Context: an optimization exercise on an open-source flow, tuned for small area, a short achievable clock period and few clock cycles per item. The choices shown serve that exercise and are no tape-out recipe.
Where RTL was checked, it was by simulation tests only, not by an equivalence proof against the original.

==> build 29 <==
// FFT
module FFT(clk, rst_n, in_valid, din_r, din_i, out_valid, dout_r, dout_i);
input clk;
input rst_n;
input in_valid;
input signed [11:0] din_r;
input signed [11:0] din_i;
output out_valid;
output signed [15:0] dout_r;
output signed [15:0] dout_i;
integer k;
reg run;
reg [6:0] P;
reg ov;
assign out_valid = ov;
always @(posedge clk or negedge rst_n) begin
  if (!rst_n) begin
    run <= 1'b0; P <= 7'd0; ov <= 1'b0;
  end else begin
    if (in_valid) run <= 1'b1;
    if ((run || in_valid) && P != 7'd127) P <= P + 7'd1;
    if (P == 7'd36) ov <= 1'b1;
  end
end
wire [6:0] Pn = P + 7'd1;
reg f0_dl, f0_ld, f1_ld, f1_pre, f2_dl, f2_ld, f3_ld, f3_pre;
always @(posedge clk) begin
  f0_dl <= (Pn >= 7'd17) && (Pn <= 7'd24);
  f0_ld <= (Pn >= 7'd25) && (Pn <= 7'd32);
  f1_ld <= (Pn >= 7'd27) && (Pn <= 7'd34);
  f1_pre <= (Pn < 7'd27);
  f2_dl <= (Pn >= 7'd18) && (Pn <= 7'd25);
  f2_ld <= (Pn >= 7'd26) && (Pn <= 7'd33);
  f3_ld <= (Pn >= 7'd28) && (Pn <= 7'd35);
  f3_pre <= (Pn < 7'd28);
end
wire [3:0] tw4_n = Pn - 7'd17;
reg tw4_r0_s0; always @(posedge clk) tw4_r0_s0 <= tw4_n == 4'd0 || tw4_n == 4'd1 || tw4_n == 4'd2 || tw4_n == 4'd3 || tw4_n == 4'd4 || tw4_n == 4'd12 || tw4_n == 4'd13 || tw4_n == 4'd14 || tw4_n == 4'd15;
reg tw4_r0_s1; always @(posedge clk) tw4_r0_s1 <= tw4_n == 4'd5 || tw4_n == 4'd6 || tw4_n == 4'd10 || tw4_n == 4'd11;
reg tw4_r0_s2; always @(posedge clk) tw4_r0_s2 <= tw4_n == 4'd7 || tw4_n == 4'd9;
  ...
==> flow/config.mk <==
export PLATFORM = sky130hd
export DESIGN_NAME = FFT
export DESIGN_NICKNAME = FFT
export VERILOG_FILES = /design/flow/design.v
export SDC_FILE = /design/flow/constraint.sdc
export NUM_CORES = 4
export LEC_CHECK = 0
export CAP_MARGIN = 20
export CORE_MARGIN = 2
export CORE_UTILIZATION = 40
export PLACE_DENSITY = 0.6
export SLEW_MARGIN = 20
==> flow/constraint.sdc <==
create_clock -name core_clock -period 12.0 [get_ports {clk}]
set_input_delay 2.4000 -clock core_clock [delete_from_list [all_inputs] [get_ports {clk}]]
set_output_delay 2.4000 -clock core_clock [all_outputs]
set_load 0.01 [all_outputs]
standard.sh (not shown) runs the stock make flow with config.mk's settings and CLKGATE_MAP_FILE= SYNTH_SCRIPT=/design/flow/synth_recipe.tcl, a recipe that flattens the netlist after the stock synthesis.
==> flow/flow/run.sh <==
#!/bin/bash
set -euo pipefail
export SETUP_SLACK_MARGIN=8
bash standard.sh finish > flow_make.log 2>&1
==> trial 14 (differences from build 29) <==
--- a/flow/design.v
+++ b/flow/design.v
@@ -15,13 +15,13 @@
 always @(posedge clk or negedge rst_n) begin
   if (!rst_n) begin
     run <= 1'b0; P <= 7'd0; ov <= 1'b0;
   end else begin
     if (in_valid) run <= 1'b1;
     if ((run || in_valid) && P != 7'd127) P <= P + 7'd1;
-    if (P == 7'd36) ov <= 1'b1;
+    if (P == 7'd35) ov <= 1'b1;
   end
 end
 wire [6:0] Pn = P + 7'd1;
 reg f0_dl, f0_ld, f1_ld, f1_pre, f2_dl, f2_ld, f3_ld, f3_pre;
 always @(posedge clk) begin
   f0_dl <= (Pn >= 7'd17) && (Pn <= 7'd24);
@@ -623,43 +623,39 @@
 wire [15:0] uds191 = uds189 ^ udc190 ^ ~fdc168;
 wire [15:0] udc192 = {((uds189) & (udc190) | (uds189) & (~fdc168) | (udc190) & (~fdc168)), 1'b0};
 wire [15:0] U1rs = d2 ? uas179 : E1r; wire [15:0] U1rc = d2 ? uac180 : 16'd0;
 wire [15:0] U1is = d2 ? ubs183 : E1i; wire [15:0] U1ic = d2 ? ubc184 : 16'd0;
 wire [15:0] U3rs = d2 ? ucs187 : E3r; wire [15:0] U3rc = d2 ? ucc188 : 16'd0;
 wire [15:0] U3is = d2 ? uds191 : E3i; wire [15:0] U3ic = d2 ? udc192 : 16'd0;
-    reg [15:0] Ars, Arc, Brs, Brc, Ais, Aic, Bis, Bic;
-    reg [15:0] Y0r, Y0i;
-    reg e3, e4;
-    reg [3:0] KYr, KYi;
-    always @(posedge clk) begin
-      Ars <= d3 ? U1is : U1rs; Arc <= d3 ? U1ic : U1rc;
-      Brs <= d3 ? ~U3is : U3rs; Brc <= d3 ? ~U3ic : U3rc;
-      Ais <= d3b ? U3rs : U1is; Aic <= d3b ? U3rc : U1ic;
-      Bis <= d3b ? ~U1rs : U3is; Bic <= d3b ? ~U1rc : U3ic;
-      Y0r <= addsub(U0r, U2r, d3); Y0i <= addsub(U0i, U2i, d3b);
-      e3 <= d3; e4 <= d4;
-      KYr <= {2{d3 | d2}}; KYi <= {d2, d2, d3b | d2, d3b | d2};
-    end
-    wire [15:0] y1rs193 = Ars ^ {Arc[15:1], KYr[0]} ^ Brs;
-wire [15:0] y1rc194 = {((Ars) & ({Arc[15:1], KYr[0]}) | (Ars) & (Brs) | ({Arc[15:1], KYr[0]}) & (Brs)), KYr[1]};
-wire [15:0] y1rs195 = y1rs193 ^ y1rc194 ^ Brc;
-wire [15:0] y1rc196 = {((y1rs193) & (y1rc194) | (y1rs193) & (Brc) | (y1rc194) & (Brc)), 1'b0};
-wire [15:0] y1is197 = Ais ^ {Aic[15:1], KYi[0]} ^ Bis;
-wire [15:0] y1ic198 = {((Ais) & ({Aic[15:1], KYi[0]}) | (Ais) & (Bis) | ({Aic[15:1], KYi[0]}) & (Bis)), KYi[1]};
-wire [15:0] y1is199 = y1is197 ^ y1ic198 ^ Bic;
-wire [15:0] y1ic200 = {((y1is197) & (y1ic198) | (y1is197) & (Bic) | (y1ic198) & (Bic)), KYi[2]};
-wire [15:0] y1r = y1rs195 + y1rc196;
-wire [15:0] y1i = y1is199 + y1ic200 + {15'd0, KYi[3]};
-    reg [15:0] Y0dr, Y0di, Y1r, Y1i;
-    reg g4;
-    always @(posedge clk) begin
-      Y0dr <= Y0r; Y0di <= Y0i;
-      Y1r <= y1r ^ {16{e4}}; Y1i <= y1i ^ {16{e4}};
-      g4 <= e4;
-    end
-    reg [15:0] Xr, Xi;
-    always @(posedge clk) begin
-      Xr <= Y0dr + Y1r + {15'd0, g4}; Xi <= Y0di + Y1i + {15'd0, g4};
-    end
-    assign dout_r = Xr;
-    assign dout_i = Xi;
-    endmodule
+reg [15:0] Ars, Arc, Brs, Brc, Ais, Aic, Bis, Bic;
+reg [15:0] Y0r, Y0i;
+reg [4:0] KXr, KXi;
+wire [15:0] M4 = {16{d4}};
+always @(posedge clk) begin
+  Ars <= (d3 ? U1is : U1rs) ^ M4; Arc <= (d3 ? U1ic : U1rc) ^ M4;
+  Brs <= (d3 ? ~U3is : U3rs) ^ M4; Brc <= (d3 ? ~U3ic : U3rc) ^ M4;
+  Ais <= (d3b ? U3rs : U1is) ^ M4; Aic <= (d3b ? U3rc : U1ic) ^ M4;
+  Bis <= (d3b ? ~U1rs : U3is) ^ M4; Bic <= (d3b ? ~U1rc : U3ic) ^ M4;
+  Y0r <= addsub(U0r, U2r, d3); Y0i <= addsub(U0i, U2i, d3b);
+  KXr <= ~(5'h1f << (d4 ? 3'd5 - {(d3 | d2), 1'b0} : {(d3 | d2), 1'b0})); KXi <= ~(5'h1f << (d4 ? 3'd5 - {(d3b | d2), 1'b0} - {d2, 1'b0} : {(d3b | d2), 1'b0} + {d2, 1'b0}));
+end
+wire [15:0] xrs193 = Y0r ^ Ars ^ {Arc[15:1], KXr[0]};
+wire [15:0] xrc194 = {((Y0r) & (Ars) | (Y0r) & ({Arc[15:1], KXr[0]}) | (Ars) & ({Arc[15:1], KXr[0]})), KXr[1]};
+wire [15:0] xrs195 = xrs193 ^ xrc194 ^ Brs;
+wire [15:0] xrc196 = {((xrs193) & (xrc194) | (xrs193) & (Brs) | (xrc194) & (Brs)), KXr[2]};
+wire [15:0] xrs197 = xrs195 ^ xrc196 ^ Brc;
+wire [15:0] xrc198 = {((xrs195) & (xrc196) | (xrs195) & (Brc) | (xrc196) & (Brc)), KXr[3]};
+wire [15:0] xis199 = Y0i ^ Ais ^ {Aic[15:1], KXi[0]};
+wire [15:0] xic200 = {((Y0i) & (Ais) | (Y0i) & ({Aic[15:1], KXi[0]}) | (Ais) & ({Aic[15:1], KXi[0]})), KXi[1]};
+wire [15:0] xis201 = xis199 ^ xic200 ^ Bis;
+wire [15:0] xic202 = {((xis199) & (xic200) | (xis199) & (Bis) | (xic200) & (Bis)), KXi[2]};
+wire [15:0] xis203 = xis201 ^ xic202 ^ Bic;
+wire [15:0] xic204 = {((xis201) & (xic202) | (xis201) & (Bic) | (xic202) & (Bic)), KXi[3]};
+wire [15:0] xsum_r = xrs197 + xrc198 + {15'd0, KXr[4]};
+wire [15:0] xsum_i = xis203 + xic204 + {15'd0, KXi[4]};
+reg [15:0] Xr, Xi;
+always @(posedge clk) begin
+  Xr <= xsum_r; Xi <= xsum_i;
+end
+assign dout_r = Xr;
+assign dout_i = Xi;
+endmodule
==> run summary <==
Status: build 29 no timing/DRC/antenna violations; trial 14 no timing/DRC/antenna violations
Instance area after placement: build 29 0.1054 sq mm; trial 14 0.1050 sq mm
Clock tree buffer count of the final layout: build 29 235; trial 14 249
Wire length the detailed router placed on met1: build 29 135100 microns; trial 14 137800 microns
PostCTS Resize Cnt: build 29 200; trial 14 348
Total die area: build 29 0.2577 sq mm; trial 14 0.2567 sq mm
Post-synth top area share: build 29 34.59%; trial 14 33.54%
Clock buffer and inverter area fraction after layout: build 29 5.421%; trial 14 5.597%
Vias: build 29 72405; trial 14 72818
Total length of routed met2 wires: build 29 151100 microns; trial 14 148800 microns
Placed cells: build 29 13207; trial 14 13131
Fill cells: build 29 23666; trial 14 23452
Crit path required time: build 29 12.67 ns; trial 14 12.71 ns
Synthesized netlist cell count: build 29 10176; trial 14 10120
Post-synthesis adder-cell area fraction: build 29 27.05%; trial 14 27.22%
Register-to-register setup slack: build 29 7.99 ns; trial 14 7.66 ns
Xor and xnor fraction of the mapped netlist area: build 29 9.055%; trial 14 9.836%
Net count after synthesis: build 29 11835; trial 14 11768
Average size of a mapped cell: build 29 9.971 sq um; trial 14 9.986 sq um
Footprint of the multi-input gates: build 29 0.05993 sq mm; trial 14 0.06128 sq mm
Placement Setup Slack: build 29 6.895 ns; trial 14 6.660 ns
Testbench counts of build 29, summed over its fixed seeds: cycles 26,496, frames 384.
The RTL of trial 14 was laid out without a check of its function.

## static timing again, ports no longer ideal
Ports are ideal in the flow. The routed layouts listed here were re-timed in OpenROAD. Step 1: set_driving_cell puts a clkbuf_16 on clk and a buf_2 on each other input, an assumption about the parent block. Step 2 adds t to the input delays and takes it off the output delays; t is the mean of the earliest and latest rising clock arrival at the registers after step 1. Input paths then give back, and output paths get back, about the clock's delay inside the block. a / b / c = ideal ports / drivers / drivers and shift; a / b = the first two.
run	t, ns	slack for setup (ns)	hold WS [ns]	worst setup path at the end	worst slew at a driven data input, ns
build 29	0.922	7.990 / 7.990 / 7.185	0.327 / 0.327 / 0.327	input to register	0.18
trial 14	0.924	7.662 / 7.662 / 7.122	0.324 / 0.324 / 0.324	input to register	0.21
After both steps every run listed still meets setup and hold. For build 29, which loses most, drivers alone change the setup slack by 0.000 ns; drivers and shift together by -0.805 ns.
